What follows belongs to an exercise in optimizing a design on an open flow for small area and a short achievable clock period; a production flow would make more cautious choices.
Only simulation tests tie the RTL to the original design; equivalence was not proved.
No activity file was given, so power comes from the tool's default toggle rates.

==> exp/pepper <==
==> flow/design.v (excerpt) <==
module thinpad_cpu(
    input wire clk,
    input wire rst,
    output wire uart_rdn,
    output wire uart_wrn,
    input wire uart_dataready,
    input wire uart_tbre,
    input wire uart_tsre,
    input  wire[31:0] base_ram_data_i,
    output wire[31:0] base_ram_data_o,
    output wire base_ram_data_oe,
    output wire[19:0] base_ram_addr,
    output wire[3:0] base_ram_be_n,
    output wire base_ram_ce_n,
    output wire base_ram_oe_n,
    output wire base_ram_we_n,
    input  wire[31:0] ext_ram_data_i,
    output wire[31:0] ext_ram_data_o,
    output wire ext_ram_data_oe,
    output wire[19:0] ext_ram_addr,
    output wire[3:0] ext_ram_be_n,
    output wire ext_ram_ce_n,
    output wire ext_ram_oe_n,
    output wire ext_ram_we_n
);
    genvar g;
    reg [31:0] PC;
    reg [31:0] ID_Instruction;
    reg [31:0] ID_PC_4;             
    reg        EX_MemRead, EX_MemWrite, EX_rw, EX_isBr, LastFlush;
    reg        EX_beq, EX_ismovn, EX_fwdALU, EX_op0;
  ...
clock: 11.0 ns
lec_check: 0
cap_margin: 20
core_margin: 2
core_utilization: 30
place_density: 0.5
setup_slack_margin: 5
slew_margin: 20
run.sh (not shown) runs the stock make flow with config.mk's settings and CLKGATE_MAP_FILE= SYNTH_SCRIPT=/design/flow/synth_recipe.tcl, a recipe that flattens the netlist after the stock synthesis.
==> inputs of exp/umber, as changes to exp/pepper <==
--- a/flow/design.v
+++ b/flow/design.v
@@ -21,13 +21,12 @@
     output wire[19:0] ext_ram_addr,
     output wire[3:0] ext_ram_be_n,
     output wire ext_ram_ce_n,
     output wire ext_ram_oe_n,
     output wire ext_ram_we_n
 );
-    genvar g;
     reg [31:0] PC;
     reg [31:0] ID_Instruction;
     reg [31:0] ID_PC_4;             
     reg        EX_MemRead, EX_MemWrite, EX_rw, EX_isBr, LastFlush;
     reg        EX_beq, EX_ismovn, EX_fwdALU, EX_op0;
     reg        EX_sADD, EX_sub, EX_sAND, EX_sOR, EX_sXOR, EX_sSL, EX_sSR, EX_sMOV, EX_fill;
@@ -39,12 +38,13 @@
     reg [1:0]  MEM_m2r;
     reg [4:0]  MEM_Rw;
     reg [31:0] MEM_ALU, MEM_D2;
     reg [30:0] MEM_link;
     reg        WB_wen;
     reg [4:0]  WB_Rw;
+    reg [31:0] WB_D3;
     wire [5:0] op = ID_Instruction[31:26];
     wire [5:0] fn = ID_Instruction[5:0];
     wire [4:0] rs = ID_Instruction[25:21];
     wire [4:0] rt = ID_Instruction[20:16];
     wire [4:0] rd = ID_Instruction[15:11];
     wire [15:0] imm = ID_Instruction[15:0];
@@ -94,42 +94,30 @@
     wire ID_sSR  = fSRL | fSRA;
     wire ID_sMOV = fMOV;
     wire ID_sADD = ~(ID_sAND | ID_sOR | ID_sXOR | ID_sSL | ID_sSR | ID_sMOV);
     reg [31:0] rf [1:31];
     reg [31:1] rf_valid;
     always @(posedge clk)
-        if (MEM_wen) rf[MEM_Rw] <= MEM_Data3;
+        if (WB_wen) rf[WB_Rw] <= WB_D3;
     always @(posedge clk or posedge rst)
         if (rst) rf_valid <= 31'b0;
-        else if (MEM_wen) rf_valid[MEM_Rw] <= 1'b1;
-    wire [31:1] dec1, dec2;
-    generate for (g = 1; g < 32; g = g + 1) begin : dec
-        assign dec1[g] = (rs == g);
-        assign dec2[g] = (rt == g);
-    end endgenerate
-    reg [31:0] rf_r1, rf_r2;
-    reg v1, v2;
-    integer k;
-    always @(*) begin
-        rf_r1 = 32'h0; rf_r2 = 32'h0; v1 = 1'b0; v2 = 1'b0;
-        for (k = 1; k < 32; k = k + 1) begin
-            rf_r1 = rf_r1 | ({32{dec1[k]}} & rf[k]);
-            rf_r2 = rf_r2 | ({32{dec2[k]}} & rf[k]);
-            v1 = v1 | (dec1[k] & rf_valid[k]);
-            v2 = v2 | (dec2[k] & rf_valid[k]);
-        end
-    end
-    wire rd1 = DoRead | (WB_wen & WB_Rw == rs);
-    wire rd2 = DoRead | (WB_wen & WB_Rw == rt);
-    wire [31:0] ID_Data1 = (rd1 & v1) ? rf_r1 : (rd1 & rs == 5'd29) ? 32'h00000800 : 32'h0;
-    wire [31:0] ID_Data2 = (rd2 & v2) ? rf_r2 : (rd2 & rt == 5'd29) ? 32'h00000800 : 32'h0;
+        else if (WB_wen) rf_valid[WB_Rw] <= 1'b1;
+    wire [31:0] rf_r1 = rf[rs];
+    wire [31:0] rf_r2 = rf[rt];
+    wire v1 = rf_valid[rs];
+    wire v2 = rf_valid[rt];
+    wire [31:0] ID_Data1 = (rs != 5'd0 & DoRead & v1) ? rf_r1 :
+                           (DoRead & rs == 5'd29) ? 32'h00000800 : 32'h0;
+    wire [31:0] ID_Data2 = (rt != 5'd0 & DoRead & v2) ? rf_r2 :
+                           (DoRead & rt == 5'd29) ? 32'h00000800 : 32'h0;
     wire [32:0] sum33 = {EX_in1, EX_sub} + {EX_in2, EX_sub};
     wire [31:0] sum = sum33[32:1];
     wire [63:0] shx = {{32{EX_fill & EX_in2[31]}}, EX_in2} >> EX_in1[4:0];
     wire [31:0] shr = shx[31:0];
     wire [31:0] shl;
+    genvar g;
     generate for (g = 0; g < 32; g = g + 1) begin : rev
         assign shl[g] = shr[31-g];
     end endgenerate
     wire [31:0] ALU_out =
         ({32{EX_sADD}} & sum) |
         ({32{EX_sAND}} & (EX_in1 & EX_in2)) |
@@ -187,16 +175,18 @@
                         u_f8 ? {24'b0, base_ram_data_i[7:0]} :
                         MEM_op0 ? rdata : {{24{rbyte[7]}}, rbyte};
     wire [31:0] MEM_Data3 = MEM_m2r[1] ? {1'b0, MEM_link} :
                             MEM_m2r[0] ? ldata : MEM_ALU;
     wire fA_ex  = EX_fwd  & (EX_Rw == rs);
     wire fA_mem = MEM_wen & (MEM_Rw == rs);
+    wire fA_wb  = WB_wen  & (WB_Rw == rs);
     wire fB_ex  = EX_fwd  & (EX_Rw == rt);
     wire fB_mem = MEM_wen & (MEM_Rw == rt);
-    wire [31:0] Data1w = fA_ex ? EX_Data3 : fA_mem ? MEM_Data3 : ID_Data1;
-    wire [31:0] Data2w = fB_ex ? EX_Data3 : fB_mem ? MEM_Data3 : ID_Data2;
+    wire fB_wb  = WB_wen  & (WB_Rw == rt);
+    wire [31:0] Data1w = fA_ex ? EX_Data3 : fA_mem ? MEM_Data3 : fA_wb ? WB_D3 : ID_Data1;
+    wire [31:0] Data2w = fB_ex ? EX_Data3 : fB_mem ? MEM_Data3 : fB_wb ? WB_D3 : ID_Data2;
     assign Stall = (EX_MemRead & ((EX_Rw == rs) | (EX_Rw == rt))) | mem_ce |
                    ((ID_MemRead | ID_MemWrite) & EX_MemWrite);
     wire kill = Stall | Flush_IF_and_ID;
     wire [31:0] IF_PC_4 = {PC[31], PC[30:0] + 31'd4};
     wire [31:0] Jump_target = {ID_PC_4[31:28], ID_Instruction[25:0], 2'b00};
     wire [31:0] PC_next = take ? EX_PCX :
@@ -259,9 +249,10 @@
         MEM_m2r <= EX_m2r;
         MEM_Rw <= EX_Rw;
         MEM_ALU <= ALU_out;
         MEM_D2 <= EX_D2;
         MEM_link <= EX_PCX[30:0];
         WB_Rw <= MEM_Rw;
+        WB_D3 <= MEM_Data3;
     end
 endmodule
 `default_nettype wire
- SETUP_SLACK_MARGIN: 5 -> default
==> run summary <==
metric                                                       exp/pepper         exp/umber
Result of the run                      no timing/DRC/antenna violations  no timing/DRC/antenna violations
Number of global-route vias before repair                         60400             54900
Cell count after placement                                         9281              9129
Count of instances resized after the clock tree is built             25                 0
Sequential power                                                8.75 mW           9.18 mW
GR Util All Layers                                                32.7%             24.5%
Final std cells w/o fill                                           9583              9439
Overall die height                                               488 um            509 um
Last element of the critical path                         base_ram_we_n  ext_ram_addr[10]
Post-synthesis compound-gate area fraction                        20.4%             12.2%
DIE AREA                                                     238000 um2        259000 um2
Post-CTS setup buffer count                                           5                 0
Crit path DAT                                                   3.74 ns           4.72 ns

what the ideal ports hide:
The results above use ideal ports. As a check the final layouts listed here were re-extracted and re-timed, cells and wires unchanged. Step 1 sets driving cells, clkbuf_16 on the clock port and buf_2 on the other inputs (assumed; they add their load-dependent delay and slew). Step 2 moves the port delays by t, midway between the first and last clock arrival at a register: inputs arrive t later, outputs are due t later. That takes back most of the time a late clock gives input paths. Three values: ideal ports, drivers, drivers and shift; two values: the first two.
run	shift t [ns]	slack for setup (ns)	worst data-port slew with drivers (ns)
exp/pepper	0.915	5.062 / 4.967 / 4.852	0.10
exp/umber	0.918	4.083 / 3.993 / 4.272	0.12
After both steps setup and hold are still met in every run listed. For exp/pepper, which loses most, drivers alone change the setup slack by -0.095 ns; drivers and shift together by -0.210 ns.
